This design comes from an exercise in tuning for small area, a short achievable clock period and few clock cycles on the open sky130 flow, not from production work. RTL that was checked went through simulation tests only; none was proved equivalent to the original. No driver is modelled on the clock port, so clocking that relies on it looks cheaper here than on a real chip. Power is estimated from default activity; no workload was simulated.

## run A
// LBP
module LBP ( clk, reset, gray_addr, gray_req, gray_ready, gray_data, lbp_addr, lbp_valid, lbp_data, finish);
For scale: roughly 140 flip-flops, ~50 I/O pins, roughly 4500 µm² of cells after synthesis.
export LEC_CHECK = 0
export ABC_CLOCK_PERIOD_IN_PS = 1500
export CAP_MARGIN = 20
export CORE_MARGIN = 2
export CORE_UTILIZATION = 40
export SETUP_SLACK_MARGIN = 2.1
export SLEW_MARGIN = 20
create_clock -name core_clock -period 4.0 [get_ports {clk}]
standard.sh (not shown) runs the stock make flow with config.mk's settings and CLKGATE_MAP_FILE= SYNTH_SCRIPT=/design/flow/synth_recipe.tcl, a recipe that flattens the netlist after the stock synthesis.
==> flow/flow/run.sh <==
#!/bin/bash
# Standard layout, with the port buffers given as one buffer cell and the
# clock tree built without dummy loads. make's output goes to make.log here.
set -euo pipefail
export BUFFER_PORTS_ARGS="-buffer_cell sky130_fd_sc_hd__buf_2"
export CTS_ARGS="-sink_clustering_enable -repair_clock_nets -dont_use_dummy_load -buf_list sky130_fd_sc_hd__clkbuf_8"
bash standard.sh > make.log 2>&1
Run A completed; timing, DRC and antenna clean
Testbench counts of run A, summed over its fixed seeds: cycles 387,126.
Setup changes, run A to run B
Settings: a change of CORE_UTILIZATION from 40 to 60; a deleted ABC_CLOCK_PERIOD_IN_PS that had been 1500.
==> flow/flow/run.sh <==
#!/bin/bash
# Standard layout, with the port buffers given as one buffer cell and the
# clock tree built without dummy loads. make's output goes to make.log here.
set -euo pipefail
export BUFFER_PORTS_ARGS="-buffer_cell sky130_fd_sc_hd__buf_2"
export CTS_ARGS="-sink_clustering_enable -repair_clock_nets -dont_use_dummy_load -buf_list sky130_fd_sc_hd__clkbuf_8 -root_buf sky130_fd_sc_hd__clkbuf_16"
bash standard.sh > make.log 2>&1
Findings:
- Run B: worst clock skew 0.0039 ns below run A
- On wire length, run B does better than run A.
- Changes observed in run B relative to run A: share of the cycle needed by the critical path after routing down 0.85 points, summed area of non-filler cells in the final layout down 2.1%.
Modified inputs, run C compared to run B
==> flow/flow/run.sh <==
#!/bin/bash
# Standard layout, with the port buffers given as one buffer cell and the
# clock tree built without dummy loads. make's output goes to make.log here.
set -euo pipefail
export BUFFER_PORTS_ARGS="-buffer_cell sky130_fd_sc_hd__buf_2"
export CTS_ARGS="-sink_clustering_enable -repair_clock_nets -dont_use_dummy_load -buf_list sky130_fd_sc_hd__clkbuf_8"
bash standard.sh > make.log 2>&1
Notes after the runs:
Comparing run C and run B, the higher detailed-route wire length per cell was measured on run C.
Against run B, the final cell area of run C is higher.
Combinational share of power delta (run B -> run C): insignificant
Run B reports its last element of the critical path as gray_addr[12] while run C reports gray_addr[3].
[run C vs run B] detailed route wirelength on metal3: higher in run C

---

LBP, a different RTL version from the one above (not shown whole).
Size in the first run: roughly 380 cells after synthesis, about 50 I/O pins, about 0.0046 mm^2 of cells after synthesis.
Settings: LEC_CHECK=0, CAP_MARGIN=20, CORE_MARGIN=2, CORE_UTILIZATION=40, SLEW_MARGIN=20; clock period 4.0 ns.
run.sh (not shown) runs the stock make flow with config.mk's settings and CLKGATE_MAP_FILE= SYNTH_SCRIPT=/design/flow/synth_recipe.tcl, a recipe that flattens the netlist after the stock synthesis.
Stock flow here: none of the scripts above is used.
The baseline completed with no timing, DRC or antenna violations.
==> next run, changes <==
SETUP_SLACK_MARGIN = 2.4   (was unset)
What happened: Clock skew hardly moves. Clock-buffer cell count rises by 2. Worst setup slack gains 0.49 ns. Wire length rises by about a fifth. Core utilization rises by 6.1 points. Clock power falls by a few percent. Total power falls by a few percent. Non-clock buffer count rises by 45. Global-route usage rises by 1.6 points.
No run of this note included a check of the RTL's function; only the layout flow was run.

---

The RTL this note starts from:
==> flow/design.v <==
`timescale 1ns/10ps
module LBP ( clk, reset, gray_addr, gray_req, gray_ready, gray_data, lbp_addr, lbp_valid, lbp_data, finish);
input   	clk;
input   	reset;
output  [13:0] 	gray_addr;
output reg         	gray_req;
input   	gray_ready;
input   [7:0] 	gray_data;
output reg  [13:0] 	lbp_addr;
output reg  	lbp_valid;
output reg  [7:0] 	lbp_data;
output reg  	finish;
parameter K = 6;               
localparam H = K + 2;          
localparam JW = 3;                
reg [6:0] r, x;                
reg [JW-1:0] j;                
reg [7:0] sr [0:H];            
reg xnz;                       
reg xe;                        
reg rz;                        
assign gray_addr = {r, x};
wire colend = (j == 0);
wire [6:0] r_down = r + 7'd1;
wire [6:0] r_top = r - (H-1);
wire [6:0] r_strip = {r[6:1], 1'b0};
always @(posedge clk or posedge reset) begin
    if (reset) begin
        r <= 7'd0;
        x <= 7'd0;
        j <= 0;
        xnz <= 1'b0;
        xe <= 1'b0;
        rz <= 1'b1;
        gray_req <= 1'b0;
        lbp_valid <= 1'b0;
        finish <= 1'b0;
    end else begin
        gray_req <= 1'b1;
        if (colend) begin
            j <= H-1;
            x <= x - 7'd1;
            xnz <= (x != 7'd1);
            xe <= (x == 7'd127) | !xnz;
            r <= xnz ? r_top : r_strip;
            rz <= xnz ? (r == H-1) | (r == H) : rz;
        end else begin
            j <= j - 1;
            r <= r_down;
            rz <= (r == 7'd0);
        end
        lbp_valid <= (j <= H-3) | rz;
        finish <= finish | (lbp_valid & (lbp_addr == {7'd126, 7'd1}));
    end
end
wire [7:0] c  = sr[H];
function [1:0] cmp2;
    input [7:0] a, b;
    reg [7:0] g, e;
    reg [3:0] g1, e1;
    reg [1:0] g2, e2;
    integer k;
    begin
        g = a & ~b;
        e = ~(a ^ b);
        for (k = 0; k < 4; k = k + 1) begin
            g1[k] = g[2*k+1] | (e[2*k+1] & g[2*k]);
            e1[k] = e[2*k+1] & e[2*k];
        end
        for (k = 0; k < 2; k = k + 1) begin
            g2[k] = g1[2*k+1] | (e1[2*k+1] & g1[2*k]);
            e2[k] = e1[2*k+1] & e1[2*k];
        end
        cmp2[1] = g2[1] | (e2[1] & g2[0]) | (e2[1] & e2[0]);
        cmp2[0] = ~(g2[1] | (e2[1] & g2[0]));
    end
endfunction
wire [1:0] rdl = cmp2(gray_data, c);
wire [1:0] rlt = cmp2(sr[0], c);
wire [1:0] rul = cmp2(sr[1], c);
wire [1:0] rdn = cmp2(sr[H-1], c);
reg [H:0]   d2;    
reg [H-1:0] d4;    
reg [H-2:0] d7;    
reg         d1;    
wire [7:0] code = {d7[H-2], rdn[1], rdl[1], d4[H-1], rlt[1], d2[H], d1, rul[1]};
wire zero = rz | xe;
integer i;
always @(posedge clk) begin
    sr[0] <= gray_data;
    for (i = 1; i <= H; i = i + 1)
        sr[i] <= sr[i-1];
    d2 <= {d2[H-1:0], rdl[0]};
    d4 <= {d4[H-2:0], rlt[0]};
    d7 <= {d7[H-3:0], rul[0]};
    d1 <= rdn[0];
    lbp_addr <= {r - 7'd1, x + 7'd1};
    lbp_data <= zero ? 8'd0 : code;
end
endmodule
export LEC_CHECK = 0
export CAP_MARGIN = 20
export CORE_MARGIN = 2
export CORE_UTILIZATION = 60
export SETUP_SLACK_MARGIN = 2.45
export SLEW_MARGIN = 20
create_clock -name core_clock -period 4.0 [get_ports {clk}]
standard.sh (not shown) runs the stock make flow with config.mk's settings and CLKGATE_MAP_FILE= SYNTH_SCRIPT=/design/flow/synth_recipe.tcl, a recipe that flattens the netlist after the stock synthesis.
==> flow/flow/run.sh <==
#!/bin/bash
# Standard layout, with the port buffers given as one buffer cell and the
# clock tree built by flow/clock_tree.tcl in place of TritonCTS's.
# make's output goes to make.log here; ORFS's per-step logs stay in orfs/logs.
set -euo pipefail
export BUFFER_PORTS_ARGS="-buffer_cell sky130_fd_sc_hd__buf_2"
export PRE_CTS_TCL="$PWD/flow/clock_tree.tcl"
export FLOW_TREE_NB=4
export FLOW_TREE_CELL=sky130_fd_sc_hd__clkbuf_16
bash standard.sh > make.log 2>&1
==> flow/flow/clock_tree.tcl <==
# Run by ORFS's cts.tcl before clock_tree_synthesis (PRE_CTS_TCL).
# Builds a one-level clock tree: the clock port drives FLOW_TREE_NB clock
# buffers, each driving the flip-flops of one group. The groups are made by
# sorting the flip-flops by x into FLOW_TREE_NB/2 columns and splitting each
# column by y into two halves, so every group has about the same size and
# every flip-flop sees the same buffer delay. Each buffer is put at the centre
# of its group; cts.tcl legalizes the placement afterwards. TritonCTS is then
# told to skip these nets, so it adds nothing.
proc my_tree {nb cell} {
  set block [ord::get_db_block]
  set net [$block findNet clk]
  set sinks {}
  foreach it [$net getITerms] {
    set inst [$it getInst]
    if {[[$inst getMaster] isSequential]} {
      set bb [$inst getBBox]
      lappend sinks [list [$inst getName]/[[$it getMTerm] getName] \
        [expr {([$bb xMin] + [$bb xMax]) / 2}] [expr {([$bb yMin] + [$bb yMax]) / 2}]]
    }
  }
  set n [llength $sinks]
  set ncol [expr {$nb / 2}]
  set sx [lsort -integer -index 1 $sinks]
  set groups {}
  for {set c 0} {$c < $ncol} {incr c} {
    set col [lsort -integer -index 2 \
      [lrange $sx [expr {$c * $n / $ncol}] [expr {($c + 1) * $n / $ncol - 1}]]]
    set m [llength $col]
    lappend groups [lrange $col 0 [expr {$m / 2 - 1}]]
    lappend groups [lrange $col [expr {$m / 2}] end]
  }
  set dbu [$block getDbUnitsPerMicron]
  set i 0
  foreach g $groups {
    set pins {}
    set xs 0
    set ys 0
    foreach s $g {
      lappend pins [get_pins [lindex $s 0]]
      set xs [expr {$xs + [lindex $s 1]}]
      set ys [expr {$ys + [lindex $s 2]}]
    }
    set k [llength $g]
    set x [expr {double($xs) / $k / $dbu}]
    set y [expr {double($ys) / $k / $dbu}]
    insert_buffer -buffer_cell $cell -net clk -load_pins $pins -location [list $x $y] \
      -buffer_name clktree_$i -net_name clktree_net_$i
    puts "clock tree: group $i has $k flip-flops, buffer at ($x, $y)"
    incr i
  }
  set skip [list clk]
  foreach inst [$block getInsts] {
    if {[string match clktree_* [$inst getName]]} {
      set onet [[$inst findITerm X] getNet]
      $onet setSigType CLOCK
      lappend skip [$onet getName]
      set_dont_touch [get_cells [$inst getName]]
    }
  }
  set_cts_config -skip_nets $skip
}
my_tree $::env(FLOW_TREE_NB) $::env(FLOW_TREE_CELL)
Testbench counts at the start, summed over its fixed seeds: cycles 387,126.
Change:
--- a/flow/config.mk
+++ b/flow/config.mk
@@ -11 +11 @@
-export SETUP_SLACK_MARGIN = 2.45
+export SETUP_SLACK_MARGIN = 2.3
The new run completed with no timing, DRC or antenna violations.
Combinational power fell by about 5%.
Global-route usage fell by 0.20 points.
Die area stays the same.
Synthesized cell count does not change.
Synthesized area does not change.
Setup slack is about the same.
Routed wire length fell by 5.0%.
Register-to-register slack gets worse by 0.06 ns.
Change:
--- a/flow/flow/clock_tree.tcl
+++ b/flow/flow/clock_tree.tcl
@@ -57 +56,0 @@
-      set_dont_touch [get_cells [$inst getName]]
@@ -60,0 +60,6 @@
+  # connect the new buffers' supply pins with the platform's rules (pdn.tcl)
+  add_global_connection -net {VDD} -inst_pattern {clktree_.*} -pin_pattern {VPWR} -power
+  add_global_connection -net {VDD} -inst_pattern {clktree_.*} -pin_pattern {VPB}
+  add_global_connection -net {VSS} -inst_pattern {clktree_.*} -pin_pattern {VGND} -ground
+  add_global_connection -net {VSS} -inst_pattern {clktree_.*} -pin_pattern {VNB}
+  global_connect
--- a/flow/config.mk
+++ b/flow/config.mk
@@ -10,0 +11 @@
+export GPL_ROUTABILITY_DRIVEN = 0
Effect: Setup slack stays the same; power stays the same; final cell count does not change; critical path depth is unchanged; die area stays the same; core utilization is unchanged; routed wire length is unchanged; cell area does not change; area after synthesis does not change; clock power barely changes; sequential power hardly moves.
Change:
--- a/flow/config.mk
+++ b/flow/config.mk
@@ -11 +11 @@
-export GPL_ROUTABILITY_DRIVEN = 0
+export PLACE_DENSITY = 0.8
@@ -13,0 +14 @@
+export TNS_END_PERCENT = 0
The changed run went through all stages and came out clean.
Synthesized cell count is unchanged.
Sequential share of layout area rose by 0.43 points.
Register-to-register slack got worse by 0.05 ns.
Routed wire length came out lower by 4.8%.
Power hardly moves.
Hold slack gets better by 0.0064 ns.
Setup slack is worse by 0.042 ns.
Change:
--- a/flow/config.mk
+++ b/flow/config.mk
@@ -10,2 +10,2 @@
-export CORE_UTILIZATION = 60
-export PLACE_DENSITY = 0.8
+export CORE_UTILIZATION = 50
+export PLACE_DENSITY = 0.9
@@ -14 +13,0 @@
-export TNS_END_PERCENT = 0
Sequential power is about the same; total power stays flat; critical path depth climbs by 5; core utilization drops by 11 points; wire length climbs by roughly a tenth.

==> re-timing with driven ports <==
How much do the figures lean on ideal ports? The routed layouts below were timed once more, with nothing changed but the port constraints. Step 1, drivers: a clkbuf_16 drives clk and a buf_2 each remaining input, both assumed. Step 2 moves the port delays by t, midway between the first and last clock arrival at a register: inputs arrive t later, outputs are due t later. That takes back most of the time a late clock gives input paths. Slacks: ideal ports / drivers / drivers and shift; pairs: ideal ports / drivers.
run	t, ns	setup slack, ns	latest minus earliest clock arrival (ns)	slew at the worst register clock pin (ns)	worst data-port slew with drivers (ns)
run A	0.448	2.131 / 2.096 / 1.875	0.034 / 0.034	0.08 / 0.08	0.03
run B	0.370	2.165 / 2.132 / 1.885	0.027 / 0.028	0.08 / 0.08	0.03
run C	0.432	2.152 / 2.121 / 1.886	0.028 / 0.028	0.08 / 0.08	0.03
the first run of note 2	0.441	1.557 / 1.516 / 1.450	0.006 / 0.007	0.06 / 0.06	0.04
the second run of note 2	0.448	2.043 / 2.008 / 1.963	0.006 / 0.006	0.06 / 0.06	0.06
the first run of note 3	0.248	2.313 / 2.238 / 2.105	0.014 / 0.014	0.12 / 0.12	0.05
the second run of note 3	0.248	2.316 / 2.259 / 2.110	0.016 / 0.016	0.12 / 0.12	0.04
the third run of note 3	0.248	2.316 / 2.259 / 2.110	0.016 / 0.016	0.12 / 0.12	0.04
the fourth run of note 3	0.248	2.274 / 2.199 / 2.118	0.014 / 0.014	0.12 / 0.12	0.03
the fifth run of note 3	0.252	2.309 / 2.274 / 2.102	0.009 / 0.009	0.12 / 0.12	0.04
After both steps every run listed still meets setup and hold. The setup slack of run B, which loses most, moves by -0.033 ns with the drivers and by -0.280 ns with both steps.
